Context: an optimization exercise on an open-source flow, tuned for small area. The choices shown serve that exercise and are no tape-out recipe. Function was checked by simulation only, so behaviour that the tests miss may differ from the original. The clock input has no modelled driver; a real chip could not lean on it and would need a root buffer or a full tree. Power is estimated from default activity; no workload was simulated.

===== design/flow/design.v =====
module spi_top (
    input         clk,
    input         rst_n,
    input  [31:0] in_data_A,         
    output [31:0] out_data_B,        
    output [31:0] out_data_A,        
    output        done_A_to_B,       
    output        response_ready,    
    output        done_B_to_A        
);
    reg [1:0]  ph;
    reg [5:0]  n;
    reg [31:0] tx;
    reg [31:0] rx;
    reg [31:0] data_b;
    wire [1:0] ph_next;
    wire [5:0] n_next;
    wire ld_tx, sh_tx, hold_tx, fill, ld_b, hold_b, sh_rx, hold_rx, rx_bit;
    wire dab, rr, dba;
    ctl u_ctl (.ph(ph), .n(n), .tx(tx),
               .ph_next(ph_next), .n_next(n_next),
               .ld_tx(ld_tx), .sh_tx(sh_tx), .hold_tx(hold_tx), .fill(fill),
               .ld_b(ld_b), .hold_b(hold_b), .sh_rx(sh_rx), .hold_rx(hold_rx),
               .rx_bit(rx_bit),
               .done_A_to_B(dab), .response_ready(rr), .done_B_to_A(dba));
    always @(posedge clk or negedge rst_n) begin
        if (!rst_n) begin
            ph <= 2'd0;
            n  <= 6'd0;
        end else begin
            ph <= ph_next;
            n  <= n_next;
        end
    end
    wire [31:0] tx_next, b_next, rx_next;
    genvar i;
    generate
        for (i = 0; i < 32; i = i + 1) begin : g_bit
            sel3 u_tx (.s0(ld_tx), .d0(in_data_A[i]),
                       .s1(sh_tx), .d1(i == 0 ? fill : tx[(i + 31) % 32]),
                       .s2(hold_tx), .d2(tx[i]), .y(tx_next[i]));
            sel2 u_b  (.s0(ld_b), .d0(tx[(i + 31) % 32]),
                       .s1(hold_b), .d1(data_b[i]), .y(b_next[i]));
            sel2 u_rx (.s0(sh_rx), .d0(i == 0 ? rx_bit : rx[(i + 31) % 32]),
                       .s1(hold_rx), .d1(rx[i]), .y(rx_next[i]));
        end
    endgenerate
    always @(posedge clk)
        tx <= tx_next;
    always @(posedge clk or negedge rst_n) begin
        if (!rst_n) begin
            data_b <= 32'd0;
            rx     <= 32'd0;
        end else begin
            data_b <= b_next;
            rx     <= rx_next;
        end
    end
    assign out_data_B     = data_b;
    assign out_data_A     = rx;
    assign done_A_to_B    = dab;
    assign response_ready = rr;
    assign done_B_to_A    = dba;
endmodule
module sel2 (
    input  s0, d0,
    input  s1, d1,
    output y
);
    assign y = (s0 & d0) | (s1 & d1);
endmodule
module sel3 (
    input  s0, d0,
    input  s1, d1,
    input  s2, d2,
    output y
);
    assign y = (s0 & d0) | (s1 & d1) | (s2 & d2);
endmodule
module ctl (ph, n, tx, ph_next, n_next, ld_tx, sh_tx, hold_tx, hold_b, hold_rx, rx_bit, fill, ld_b, sh_rx, done_A_to_B, response_ready, done_B_to_A);
  input [1:0] ph;
  wire [1:0] ph;
  input [5:0] n;
  wire [5:0] n;
  input [31:0] tx;
  wire [31:0] tx;
  output [1:0] ph_next;
  wire [1:0] ph_next;
  output [5:0] n_next;
  wire [5:0] n_next;
  output ld_tx;
  wire ld_tx;
  output sh_tx;
  wire sh_tx;
  output hold_tx;
  wire hold_tx;
  output hold_b;
  wire hold_b;
  output hold_rx;
  wire hold_rx;
  output rx_bit;
  wire rx_bit;
  output fill;
  wire fill;
  output ld_b;
  wire ld_b;
  output sh_rx;
  wire sh_rx;
  output done_A_to_B;
  wire done_A_to_B;
  output response_ready;
  wire response_ready;
  output done_B_to_A;
  wire done_B_to_A;
  wire _00_;
  wire _01_;
  wire _02_;
  wire _03_;
  wire _04_;
  wire _05_;
  wire _06_;
  wire _07_;
  wire _08_;
  wire _09_;
  wire _10_;
  wire _11_;
  wire _12_;
  wire _13_;
  wire _14_;
  wire _15_;
  wire _16_;
  wire _17_;
  wire _18_;
  wire _19_;
  wire _20_;
  wire _21_;
  wire _22_;
  wire _23_;
  wire _24_;
  wire _25_;
  wire _26_;
  wire _27_;
  wire _28_;
  wire _29_;
  wire _30_;
  wire _31_;
  wire _32_;
  wire _33_;
  hm_inv_1 g0 (.A(n[2]), .Y(_05_));
  hm_nand2_1 g1 (.A(n[1]), .B(n[0]), .Y(_06_));
  hm_nor2_1 g2 (.A(_05_), .B(_06_), .Y(_07_));
  hm_inv_1 g3 (.A(n[0]), .Y(_08_));
  hm_inv_1 g4 (.A(ph[1]), .Y(_09_));
  hm_inv_1 g5 (.A(ph[0]), .Y(_10_));
  hm_nor2_1 g6 (.A(_09_), .B(_10_), .Y(_11_));
  hm_or2_1 g7 (.A(n[5]), .B(n[4]), .X(_12_));
  hm_nor2_1 g8 (.A(n[2]), .B(_12_), .Y(_13_));
  hm_nand4_1 g9 (.A(n[1]), .B(n[3]), .C(_11_), .D(_13_), .Y(_14_));
  hm_nor2_1 g10 (.A(_08_), .B(_14_), .Y(_15_));
  hm_a211oi_1 g11 (.A1(_05_), .A2(_06_), .B1(_07_), .C1(_15_), .Y(n_next[2]));
  hm_inv_1 g12 (.A(n[4]), .Y(_16_));
  hm_and3_1 g13 (.A(n[1]), .B(n[0]), .C(n[3]), .X(_17_));
  hm_nand2_1 g14 (.A(n[2]), .B(_17_), .Y(_18_));
  hm_nor2_1 g15 (.A(_16_), .B(_18_), .Y(_19_));
  hm_a21oi_1 g16 (.A1(_16_), .A2(_18_), .B1(_19_), .Y(n_next[4]));
  hm_nor2_1 g17 (.A(n[1]), .B(n[0]), .Y(_20_));
  hm_a21oi_1 g18 (.A1(n[1]), .A2(n[0]), .B1(_20_), .Y(n_next[1]));
  hm_nor2_1 g19 (.A(n[5]), .B(_19_), .Y(_21_));
  hm_a21oi_1 g20 (.A1(n[5]), .A2(_19_), .B1(_21_), .Y(n_next[5]));
  hm_nand3_1 g21 (.A(_09_), .B(ph[0]), .C(n[2]), .Y(_22_));
  hm_nor3_1 g22 (.A(_08_), .B(_22_), .C(n[1]), .Y(response_ready));
  hm_nor3_1 g23 (.A(ph[1]), .B(_10_), .C(_17_), .Y(_23_));
  hm_nor2_1 g24 (.A(_09_), .B(ph[0]), .Y(_24_));
  hm_nor3_1 g25 (.A(n[2]), .B(ph[0]), .C(ph[1]), .Y(_25_));
  hm_a221oi_1 g26 (.A1(tx[0]), .A2(_23_), .B1(tx[31]), .B2(_24_), .C1(_25_), .Y(done_A_to_B));
  hm_nor3_1 g27 (.A(_05_), .B(n[3]), .C(_12_), .Y(_26_));
  hm_nand3_1 g28 (.A(_20_), .B(_24_), .C(_26_), .Y(hold_b));
  hm_inv_1 g29 (.A(hold_b), .Y(ld_b));
  hm_nor4_1 g30 (.A(_23_), .B(ld_b), .C(_15_), .D(_25_), .Y(ph_next[1]));
  hm_and3_1 g31 (.A(n[0]), .B(ph[0]), .C(ph_next[1]), .X(sh_rx));
  hm_nand4_1 g32 (.A(tx[21]), .B(tx[20]), .C(tx[23]), .D(tx[22]), .Y(_27_));
  hm_nand4_1 g33 (.A(tx[17]), .B(tx[16]), .C(tx[19]), .D(tx[18]), .Y(_28_));
  hm_nand4_1 g34 (.A(tx[25]), .B(tx[24]), .C(tx[27]), .D(tx[26]), .Y(_29_));
  hm_nand4b_1 g35 (.A_N(_29_), .B(tx[28]), .C(tx[30]), .D(tx[29]), .Y(_30_));
  hm_nand4_1 g36 (.A(tx[5]), .B(tx[4]), .C(tx[7]), .D(tx[6]), .Y(_31_));
  hm_nand4_1 g37 (.A(tx[0]), .B(tx[1]), .C(tx[3]), .D(tx[2]), .Y(_32_));
  hm_nand4_1 g38 (.A(tx[13]), .B(tx[12]), .C(tx[15]), .D(tx[14]), .Y(_33_));
  hm_nand4_1 g39 (.A(tx[9]), .B(tx[8]), .C(tx[11]), .D(tx[10]), .Y(_00_));
  hm_or4_1 g40 (.A(_31_), .B(_32_), .C(_33_), .D(_00_), .X(_01_));
  hm_nor4_1 g41 (.A(_27_), .B(_28_), .C(_30_), .D(_01_), .Y(_02_));
  hm_xor2_1 g42 (.A(tx[31]), .B(_02_), .X(rx_bit));
  hm_or2_1 g43 (.A(tx[31]), .B(_11_), .X(fill));
  hm_nor2_1 g44 (.A(n[0]), .B(_09_), .Y(sh_tx));
  hm_a21o_1 g45 (.A1(_20_), .A2(_25_), .B1(_15_), .X(ld_tx));
  hm_nor2_1 g46 (.A(_06_), .B(_22_), .Y(_03_));
  hm_nor2_1 g47 (.A(sh_rx), .B(_03_), .Y(hold_rx));
  hm_a21oi_1 g48 (.A1(_10_), .A2(hold_b), .B1(_15_), .Y(ph_next[0]));
  hm_o21ai_1 g49 (.A1(n[3]), .A2(_07_), .B1(_18_), .Y(_04_));
  hm_nor2_1 g50 (.A(_15_), .B(_04_), .Y(n_next[3]));
  hm_nand2_1 g51 (.A(n[0]), .B(_14_), .Y(n_next[0]));
  hm_nor2_1 g52 (.A(sh_tx), .B(ld_tx), .Y(hold_tx));
  hm_nor2_1 g53 (.A(n[0]), .B(_14_), .Y(done_B_to_A));
endmodule
module hm_a211oi_1 (input A1, A2, B1, C1, output Y);
  assign Y = (~A1&~B1&~C1) | (~A2&~B1&~C1);
endmodule
module hm_a21o_1 (input A1, A2, B1, output X);
  assign X = (A1&A2) | (B1);
endmodule
module hm_a21oi_1 (input A1, A2, B1, output Y);
  assign Y = (~A1&~B1) | (~A2&~B1);
endmodule
module hm_a221oi_1 (input A1, A2, B1, B2, C1, output Y);
  assign Y = (~A1&~B1&~C1) | (~A1&~B2&~C1) | (~A2&~B1&~C1) | (~A2&~B2&~C1);
endmodule
module hm_and3_1 (input A, B, C, output X);
  assign X = (A&B&C);
endmodule
module hm_inv_1 (input A, output Y);
  assign Y = (~A);
endmodule
module hm_nand2_1 (input A, B, output Y);
  assign Y = (~A) | (~B);
endmodule
module hm_nand3_1 (input A, B, C, output Y);
  assign Y = (~A) | (~B) | (~C);
endmodule
module hm_nand4_1 (input A, B, C, D, output Y);
  assign Y = (~A) | (~B) | (~C) | (~D);
endmodule
module hm_nand4b_1 (input A_N, B, C, D, output Y);
  assign Y = (A_N) | (~B) | (~C) | (~D);
endmodule
module hm_nor2_1 (input A, B, output Y);
  assign Y = (~A&~B);
endmodule
module hm_nor3_1 (input A, B, C, output Y);
  assign Y = (~A&~B&~C);
endmodule
module hm_nor4_1 (input A, B, C, D, output Y);
  assign Y = (~A&~B&~C&~D);
endmodule
module hm_o21ai_1 (input A1, A2, B1, output Y);
  assign Y = (~A1&~A2) | (~B1);
endmodule
module hm_or2_1 (input A, B, output X);
  assign X = (A) | (B);
endmodule
module hm_or4_1 (input A, B, C, D, output X);
  assign X = (A) | (B) | (C) | (D);
endmodule
module hm_xor2_1 (input A, B, output X);
  assign X = (A&~B) | (~A&B);
endmodule

===== design/flow/flow/run.sh =====
#!/bin/bash
# The standard layout, with:
# - the smallest buffer on the ports instead of the resizer's default pick;
# - a clock tree without dummy loads, whose leaves flow/merge_leaves.tcl then
#   merges pairwise into four clkbuf_16s (CTS stops its H-tree at 15 sinks a
#   leaf), driven straight from the clock port;
# - ABC told that a cell output drives 1 fF, not 5, so it keeps the one-cell
#   modules of rtl/spi_top.v at drive strength 1 (sizing is left to the
#   resizer, which sees the real loads).
set -euo pipefail
bash standard.sh \
  "BUFFER_PORTS_ARGS=-buffer_cell sky130_fd_sc_hd__buf_1" \
  "CTS_ARGS=-sink_clustering_enable -repair_clock_nets -dont_use_dummy_load -root_buf sky130_fd_sc_hd__clkbuf_4" \
  "POST_CTS_TCL=$PWD/flow/merge_leaves.tcl" \
  "ABC_LOAD_IN_FF=1" \
  finish > standard.log 2>&1

===== design/flow/flow/merge_leaves.tcl =====
# Post-CTS: halve the number of clock leaf buffers. TritonCTS stops its H-tree at
# 15 sinks per leaf; for this design two neighbouring leaves fit one clkbuf_16.
# Each leaf buffer is paired with its nearest unpaired neighbour, the pair's
# sinks moved onto one buffer, the other buffer removed, and the kept buffer
# sized up. The leaves stay on the same root, one level down, so every sink
# keeps the same number of buffers on its clock path.
proc clk_leaf_merge { } {
  set block [ord::get_db_block]
  set clknet [$block findNet clk]
  set roots {}
  foreach it [$clknet getITerms] { if {[$it isInputSignal]} { lappend roots [$it getInst] } }
  if {[llength $roots] != 1} { puts "merge: [llength $roots] roots, skipped"; return }
  set root [lindex $roots 0]
  set rootnet [[$root findITerm X] getNet]
  set leaves {}
  foreach it [$rootnet getITerms] {
    if {[$it isInputSignal]} {
      set inst [$it getInst]
      if {![string match *clkbuf* [[$inst getMaster] getName]]} { puts "merge: root drives [[$inst getMaster] getName], skipped"; return }
      lappend leaves $inst
    }
  }
  puts "merge: [llength $leaves] leaves"
  set left $leaves
  while {[llength $left] >= 2} {
    set a [lindex $left 0]
    set left [lrange $left 1 end]
    lassign [$a getLocation] ax ay
    set best -1; set bd 1e18
    for {set i 0} {$i < [llength $left]} {incr i} {
      lassign [[lindex $left $i] getLocation] bx by
      set d [expr {abs($ax-$bx) + abs($ay-$by)}]
      if {$d < $bd} { set bd $d; set best $i }
    }
    set b [lindex $left $best]
    set left [lreplace $left $best $best]
    set na [[$a findITerm X] getNet]
    set nb [[$b findITerm X] getNet]
    foreach it [$nb getITerms] {
      if {[$it isInputSignal]} { $it disconnect; $it connect $na }
    }
    # move the kept buffer to the middle of the pair
    lassign [$b getLocation] bx by
    $a setLocation [expr {($ax+$bx)/2}] [expr {($ay+$by)/2}]
    [$b findITerm A] disconnect
    odb::dbInst_destroy $b
    odb::dbNet_destroy $nb
    replace_cell [get_cells [$a getName]] sky130_fd_sc_hd__clkbuf_16
  }
}
proc clk_root_drop { } {
  set block [ord::get_db_block]
  set clknet [$block findNet clk]
  set roots {}
  foreach it [$clknet getITerms] { if {[$it isInputSignal]} { lappend roots [$it getInst] } }
  if {[llength $roots] != 1} { return }
  set root [lindex $roots 0]
  set rootnet [[$root findITerm X] getNet]
  set loads {}
  foreach it [$rootnet getITerms] { if {[$it isInputSignal]} { lappend loads $it } }
  if {[llength $loads] > 4} { puts "drop: [llength $loads] leaves, root kept"; return }
  foreach it $loads { $it disconnect; $it connect $clknet }
  [$root findITerm A] disconnect
  odb::dbInst_destroy $root
  odb::dbNet_destroy $rootnet
  puts "drop: root removed, clk drives [llength $loads] leaves"
}
clk_leaf_merge
clk_root_drop
detailed_placement
estimate_parasitics -placement

===== design/flow/standard.sh =====
#!/bin/bash
# synth_recipe.tcl (not shown) runs the flow's synth.tcl, then flattens the netlist and writes it again
# the make line also repeats each setting of config.mk as NAME=value (left out here)
make -C /OpenROAD-flow-scripts/flow DESIGN_CONFIG=/design/flow/config.mk WORK_HOME=/design/flow/orfs CLKGATE_MAP_FILE= SYNTH_SCRIPT=/design/flow/synth_recipe.tcl "${@:-finish}"

===== design/flow/config.mk =====
export PLATFORM = sky130hd
export DESIGN_NAME = spi_top
export DESIGN_NICKNAME = spi_top
export VERILOG_FILES = /design/flow/design.v
export SDC_FILE = /design/flow/constraint.sdc
export NUM_CORES = 4
export LEC_CHECK = 0
export CAP_MARGIN = 0
export CORE_MARGIN = 2
export CORE_UTILIZATION = 65
export SLEW_MARGIN = 0
export SYNTH_HIERARCHICAL = 1

===== design/flow/constraint.sdc =====
create_clock -name core_clock -period 5.0 [get_ports {clk}]
set_input_delay 1.0000 -clock core_clock [delete_from_list [all_inputs] [get_ports {clk}]]
set_output_delay 1.0000 -clock core_clock [all_outputs]
set_load 0.01 [all_outputs]

==> flow_summary.toml <==
[status]
status = "timing/DRC/antenna clean"

[route]
drtAntennaViolNets = 0
top_layer = "met4"
drc = 0
met1_length_um = 3620
drt-initial-drc-count = 322
wl_met3_um = 596
wl_met2_um = 4200
post_drt_wl_per_cell_um = 18.3
vias = 2970
drtPass1Iterations = 7
routed_via_density = 6.39
wirelength_um = 8490

[place]
io_buffers = 100
dp_hpwl_um = 5440
place_congestion = 0.771

[layout]
diodes = 0
area_growth_pct = 16.1
fin_util = 0.785
regArea_mm2 = 0.00244
drive_above_1_share = 0.0280
layout_common_cells = "99 x buf_1, 72 x dfrtp_1, 64 x a22o_1, 38 x inv_1"
multi_input_area_mm2 = 0.00114
final_nets = 429
final_common_cell = "buf_1"
fillers = 382

[critical_path]
reg2reg_depth = 9
crit_path_start_kind = "register"
crit_path_end_kind = "register"
critical_path_class = "register to register"
critPathMaxFanout = 34
critical_path_required_ns = 5.04
arrival_ns = 3.44

[global_route]
grt_pass1_vias = 2659
grt_pass1_wl_um = 13200
grt.total_usage = 0.266
overflow = 0
antenna_found_initial = 0
grt_max_degree = 73

[cts]
clk_latency_ns = 0.16
clk_pin_slew_ns = 0.09
cts_sinks = 104

[job]
maxCapViolCount = 0

[synthesis]
avgSynthCellArea_um2 = 13.0
syn_area_mm2 = 0.00372
yosysUniqueCellTypes = 21
ys_warn_count = 7
yosysSeqAreaShare = 0.656
synth.ff_latch_count = 104
syn_nets = 320
netlist_instances = 286

[die]
die-area_mm2 = 0.00635
start_util = 0.676
io_pins = 101
row_count = 27
design.core.area_mm2 = 0.00551
die_h_um = 79.7
die_w_um = 79.7

[hold_path]
min-delay-path-class = "register to register"
hold_depth = 1

[timing]
finClkSkew_ns = 0.0119
rsz0062_at_grt = "no"
report.final.slew_viol_count = 0
hold_viol = 0
totalNegativeSetupSlack_ns = 0
worstMarginPinSlew_ns = 1.31
period_needed_ns = 3.40
period_share = 0.681
slew_headroom = 0.126
max_freq_mhz = 294
setup-violations-final = 0

[pwr]
max-vdd-ir-drop_v = 0.000293
p_leak_nw = 2.02
power_density_mw_per_mm2 = 290
cell type report:
class	count	share of cell area
Clock buffer	4	0.0232
Inverter	38	0.0330
Multi-Input combinational cell	144	0.265
Sequential cell	104	0.565
Tap cell	72	0.0209
Timing Repair Buffer	103	0.0930
cell usage after synthesis:
cell type | number | share of area
a222oi_1 | 32 | 0.086
nor3_1 | 4 | 0.0054
nand4b_1 | 1 | 0.0024
nand3_1 | 2 | 0.0027
xor2_1 | 1 | 0.0024
nor2_1 | 14 | 0.014
a21oi_1 | 4 | 0.0054
dfxtp_1 | 32 | 0.17
or2_0 | 2 | 0.0034
or4_1 | 1 | 0.0020
and3_1 | 2 | 0.0034
dfrtp_1 | 72 | 0.48
a21o_1 | 1 | 0.0020
inv_1 | 38 | 0.038
a22o_1 | 64 | 0.15
nand2_1 | 3 | 0.0030
a221oi_1 | 1 | 0.0024
a211oi_1 | 1 | 0.0020
o21ai_1 | 1 | 0.0013
nor4_1 | 2 | 0.0034
nand4_1 | 8 | 0.013
sequential cells by signal (all words and copies together) (netlist names):
name    cells
data_b     32
n           6
ph          2
rx         32
tx         32
per-stage QoR:
stage | instances | hold WS (ns) | total power [W] | setup slack [ns] | area, um^2
floorplan | 286 | 0.432 | 0.000895 | 0.846 | 3720
global placement | 461 | 0.450 | 0.000922 | 1.80 | 4220
detailed placement | 461 | 0.472 | 0.000923 | 1.67 | 4220
global route | 465 | 0.517 | 0.00129 | 1.27 | 4320
finish | 465 | 0.485 | 0.00125 | 1.60 | 4320
per-module statistics from Yosys (local to each module, per instance), a selection:
module	cell area, um^2	flip-flops and latches
hm_nor4_1	6.26	0
hm_a211oi_1	7.51	0
hm_nand4_1	6.26	0
hm_or4_1	7.51	0
hm_nand2_1	3.75	0
sel2	8.76	0
hm_and3_1	6.26	0
where the power goes:
group          internal (W)  switching, W  leakage, nW
registers          0.000851     0.0000151         1.26
logic             0.0000175     0.0000229        0.713
clock network      0.000147      0.000201       0.0493
total               0.00102      0.000239         2.02
critical path, stage by stage (launching register included):
cell,delay [ns]
dfrtp_1,0.38
or2_0,0.18
nor3_1,0.08
nand3_1,0.09
buf_4,0.34
inv_1,0.10
nor4_1,0.33
and3_1,0.96
nor2_2,0.47
a22o_1,0.35
cells by family after synthesis:
logic type,after synthesis,share of synthesized area
buf+inv,38,0.0383
compound gates,104,0.250
simple gates,39,0.0531
flops,104,0.656
xor+xnor,1,0.00235
layer usage:
metal / global-route usage / vias to the layer above
li1: - / 1350
met1: 0.393 / 1488
met2: 0.423 / 125
met3: 0.0407 / 7
met5: 0 / -
met4: 0.0552 / 0
final timing paths:
path                            slack, ns  start          to
worst max-delay path                 1.60   n[5]      rx[22]
worst min-delay path                 0.49   n[5]        n[5]
worst max register to register       1.60   n[5]      rx[22]
worst min register to register       0.49   n[5]        n[5]
max in group asynchronous            3.37  rst_n  data_b[21]
min in group asynchronous            1.01  rst_n        n[5]

## separate check: timing with driven ports
Ports are ideal in the flow. The routed layout listed here was re-timed in OpenROAD. Step 1 sets driving cells, clkbuf_16 on the clock port and buf_2 on the other inputs (assumed; they add their load-dependent delay and slew). Step 2 times the ports against the registers' clock, not the clock port: input delays grow and output delays shrink by t, the midpoint of the rising clock arrivals with the driver on. a / b / c = ideal / step 1 / step 2; a / b = the first two.
shift t [ns]: 0.225
setup slack, ns: 1.597 / 1.597 / 1.597
hold slack, ns: 0.485 / 0.485 / 0.485
slew at the worst register clock pin (ns): 0.10 / 0.10
cell pins on the clock port's net: 4
After both steps this run still meets setup and hold. For this run, drivers alone change the setup slack by 0.000 ns; drivers and shift together by 0.000 ns.
